This is an optimization exercise on Yosys and OpenROAD, whose aim is small area and a short achievable clock period, not a production implementation. Function was checked by simulation only, so behaviour that the tests miss may differ from the original. Power figures rest on the tool's default switching activity, not on a simulated workload. The flow treats the clock pin as an ideal source, which a real chip does not have.

==> flow/design.v (outline; a module is shown in full before it is edited, if it fits) <==
// module mul_A: 4661 lines
// module fa: 6 lines
// module ha: 6 lines
module mul_A (CLK, RESETn, a, b, y);
  // ...
==> flow/run.sh <==
#!/bin/bash
# synth_recipe.tcl (not shown) runs the flow's synth.tcl, then flattens the netlist and writes it again
# the make line also repeats each setting of config.mk as NAME=value (left out here)
make -C /OpenROAD-flow-scripts/flow DESIGN_CONFIG=/design/flow/config.mk WORK_HOME=/design/flow/orfs CLKGATE_MAP_FILE= SYNTH_SCRIPT=/design/flow/synth_recipe.tcl finish
==> flow/config.mk <==
export PLATFORM = sky130hd
export DESIGN_NAME = mul_A
export DESIGN_NICKNAME = mul_A
export VERILOG_FILES = /design/flow/design.v
export SDC_FILE = /design/flow/constraint.sdc
export NUM_CORES = 4
export LEC_CHECK = 0
export CAP_MARGIN = 20
export CORE_MARGIN = 2
export CORE_UTILIZATION = 55
export CTS_CLUSTER_DIAMETER = 120
export CTS_CLUSTER_SIZE = 32
export SETUP_SLACK_MARGIN = 2.75
export SLEW_MARGIN = 20
export SYNTH_HIERARCHICAL = 1
export SYNTH_MINIMUM_KEEP_SIZE = 0
==> flow/constraint.sdc <==
create_clock -name core_clock -period 5.0 [get_ports {CLK}]
set_input_delay 1.0000 -clock core_clock [delete_from_list [all_inputs] [get_ports {CLK}]]
set_output_delay 1.0000 -clock core_clock [all_outputs]
set_load 0.01 [all_outputs]
==> flow_summary.json, run 1 <==
{
  "fin_area_um2": 82800,
  "synth_seq_area_share_pct": 69.0,
  "floorplan.initialDensity_pct": 55.3,
  "hp-class": "flop to flop",
  "met2_length_um": 57800,
  "synth.most_common_cell": "dfxtp_1",
  "crit_cells": 10,
  "synthToLayoutAreaGrowth_pct": 7.55,
  "hp-start": "a0_30",
  "whs_ns": 0.314,
  "cts-root-buf": "clkbuf_16",
  "pg_seq_mw": 33.4,
  "layout-drive-gt1-share_pct": 6.04,
  "nets": 5789,
  "status": "no timing/DRC/antenna violations",
  "tightest_slew_ns": 0.895,
  "gp_congestion": 0.803,
  "async_flop_share_pct": 0,
  "n_all_inverters": 59,
  "io_pins": 130,
  "cts_resized": 300,
  "synth_fa_ha_area_share_pct": 14.8,
  "multi_input_area_um2": 22900,
  "busiest_layer": "met2",
  "wl_per_cell_um": 16.8,
  "place_area_um2": 80100,
  "skew_ns": 0.0296,
  "wl_met3_um": 3440,
  "row_count": 137,
  "top_power_group": "registers",
  "hold_path_depth": 0,
  "r2r_cells": 10,
  "synth_seq_cells": 2652,
  "post-route-period-util_pct": 44.6,
  "antenna_found_initial": 1,
  "period_needed_ns": 2.23,
  "grt_util_met3_pct": 2.20,
  "syn-num-nets": 5729,
  "synth_top_cells_by_area": "dfxtp_1, fa_1, xnor2_1",
  "relSlewSlack_pct": 40.3
}
==> run 2: changes to the inputs <==
--- a/flow/config.mk
+++ b/flow/config.mk
@@ -9,6 +9,4 @@
 export CORE_MARGIN = 2
 export CORE_UTILIZATION = 55
-export CTS_CLUSTER_DIAMETER = 120
-export CTS_CLUSTER_SIZE = 32
 export SETUP_SLACK_MARGIN = 2.75
 export SLEW_MARGIN = 20
==> flow_summary.json, run 2 <==
{
  "synth_seq_area_share_pct": 69.0,
  "relSlewSlack_pct": 39.5,
  "final_common_cell": "dfxtp_1",
  "h-tree-depth": 4,
  "vias_per_cell": 4.78,
  "crit_buf_inv": 1,
  "cts_buffers": 239,
  "cts-root-buf": "clkbuf_16",
  "cts_tree": "built",
  "yosysWarningCount": 7,
  "cp_top_family": "flip-flops",
  "nets": 5935,
  "hp-class": "flop to flop",
  "clkTransAtPathRegs_ns": 0.06,
  "r2r_slack_ns": 2.78,
  "setup_viol": 0,
  "p_sw_mw": 16.5,
  "grt_pass1_wl_um": 197000,
  "clkLatencyLatePin_ns": 0.85,
  "synth_seq_cells": 2652,
  "setup_ws_ns": 2.71,
  "post-route-util_pct": 63.6,
  "grt_overflow_total": 0,
  "ir_drop_v": 0.000456,
  "clkPwrFrac_pct": 29.1,
  "drt_iter0_drc": 1412,
  "synth.most_common_cell": "dfxtp_1",
  "row_count": 137,
  "syn-num-nets": 5729,
  "core_um2": 139000,
  "worstSetupPathType": "flop to output port",
  "synth_edf_count": 0,
  "wl_per_cell_um": 16.6,
  "async_flop_share_pct": 0,
  "antenna_found_initial": 1,
  "io_pins": 130,
  "setup_tns_ns": 0,
  "routed_wl_um": 122000,
  "grtUsageMet2_pct": 29.7,
  "drt-pass1-iter-count": 5,
  "synth_top_area_share_pct": 69.0,
  "fmax_ghz": 0.436,
  "die_area_um2": 143000,
  "portBuffers": 129,
  "crit_path_cell_trace": "buf_6",
  "rsz0062_at_grt": "yes",
  "synthToLayoutAreaGrowth_pct": 15.0,
  "swShare_pct": 26.0,
  "floorplan.initialDensity_pct": 55.3,
  "power.leakage_nw": 36.0,
  "hpwl_um": 81200,
  "grt_util_met3_pct": 3.11,
  "synth_top_cells_by_area": "dfxtp_1, fa_1, xnor2_1",
  "worst_ep_required_time_ns": 4.00,
  "synth.avg_cell_area_um2": 15.2,
  "worst_setup_path_start_kind": "flop",
  "internal-power_mw": 46.9,
  "cp.arrival_ns": 1.29,
  "detailroute.via_count": 35100,
  "fp.dieH_um": 378,
  "drv_slew": 0,
  "synth_top_area_cell": "dfxtp_1",
  "cp-end-kind": "output port",
  "cts_buffer_depth": 3,
  "grt_use_met1_pct": 21.6,
  "place_ws_ns": 2.41,
  "yosys_most_used_dff": "dfxtp_1",
  "synth_cell_types": 59,
  "period_needed_ns": 2.29,
  "grt_max_degree": 71,
  "post-route-period-util_pct": 45.9,
  "hold_violations": 0,
  "fill_cells": 10400,
  "p_seq_share_pct": 52.8,
  "final_cell_mix": "dfxtp_1, xnor2_1, a22oi_1, fa_1, clkbuf_16",
  "netlist_area_um2": 77000,
  "grt_pass1_vias": 37000,
  "drcViolationCount": 0,
  "layout-drive-gt1-share_pct": 10.8,
  "power_frac_comb_pct": 18.1,
  "power_density_nw_per_um2": 715,
  "ctsHoldBuffers": 0,
  "netlist_instances": 5050,
  "gp_congestion": 0.803,
  "grtUsageTotal_pct": 17.3,
  "cp_slowest_cell": "dfxtp_2",
  "maxCapViolCount": 0,
  "busiest_layer": "met2",
  "skew_ns": 0.0640,
  "die_w_um": 378,
  "ant_nets": 0,
  "status": "no timing/DRC/antenna violations",
  "slowest_delay_ns": 0.32,
  "cp_max_fo": 1,
  "cts_sinks": 2652,
  "tightest_slew_ns": 0.907,
  "synth_common_cells": "dfxtp_1, xnor2_1, a22oi_1"
}
[run 2: modules after synthesis (local to each module, per instance)]
module  cells  flops+latches  cell area (µm²)  times used
fa          1              0             20.0         486
ha          1              0             12.5          56
mul_A    4508           2652            66600           1
[run 2: timing repair]
action	4_1_cts	5_1_grt
buffers inserted	6	4
setup endpoints to repair	265	129
resized for setup	292	73
pin swaps	8	4
[run 2: path summary, 6_finish.rpt]
path,start,endpoint,depth (start not counted)
max,y[28],y[28],1
min,p10[63],p11[63],0
max reg2reg,m8_32_1,p9[62],10
min reg2reg,p10[63],p11[63],0
[run 2: power groups by stage]
stage                     Combinational (mW)  Sequential, mW  Clock [mW]
after floorplan                         7.95            33.0           0
after global placement                  11.3            33.8           0
after detailed placement                11.5            34.1           0
after CTS                               11.7            33.7        19.0
after global routing                    13.3            34.5        19.9
final                                   11.5            33.5        18.4
[run 2: cells by family after synthesis]
group                    Yosys count  share of synthesized area (%)
buffers and inverters            280                           1.48
multiplexers                       2                         0.0260
AO/OA/AOI/OAI                    640                           6.05
flip-flops                      2652                           69.0
adder cells (fa/ha/maj)          613                           14.8
XOR/XNOR                         594                           6.76
AND/OR/NAND/NOR                  269                           1.97
[run 2: cell type report]
cell class | count | area, µm² | share of cell area [%]
Clock inverter | 100 | 1470 | 1.66
Timing Repair Buffer | 186 | 1630 | 1.84
Clock buffer | 338 | 6840 | 7.73
Tap cell | 1876 | 2350 | 2.65
Antenna cell | 1 | 2.50 | 0.00283
Sequential cell | 2652 | 53200 | 60.0
Inverter | 59 | 221 | 0.250
Multi-Input combinational cell | 2118 | 22900 | 25.9
[run 2: through the flow]
stage	area [µm²]	hold WS [ns]	total power [mW]	std cells
after floorplan	77000	0.310	40.9	5050
after global placement	80100	0.310	45.0	6881
after detailed placement	80100	0.312	45.6	6881
after CTS	88300	0.271	64.3	7325
after global routing	88600	0.276	67.6	7329
final	88600	0.277	63.4	7330
[run 2: per-layer routing]
metal | vias up | routed length, µm
met5 | - | 0
met4 | 0 | 3870
met3 | 236 | 4430
met2 | 599 | 59700
met1 | 17300 | 54100
li1 | 17000 | -

[re-timing with driven ports]
In the flow no input, the clock included, has a driving cell. The finished layouts below were timed again as built, in two steps.
Step 1, drivers: a clkbuf_16 drives CLK and a buf_2 each remaining input, both assumed.
Step 2 moves the port delays by t, midway between the first and last clock arrival at a register: inputs arrive t later, outputs are due t later. That takes back most of the time a late clock gives input paths.
Slacks: ideal ports / drivers / drivers and shift; pairs: ideal ports / drivers.
run	shift t [ns]	setup slack, ns	worst setup path after step 2	pins driven straight from the clock port
run 1	0.805	2.768 / 2.750 / 2.768	register to register	1
run 2	0.902	2.707 / 2.631 / 2.783	register to register	1
After both steps every run listed still meets setup and hold.
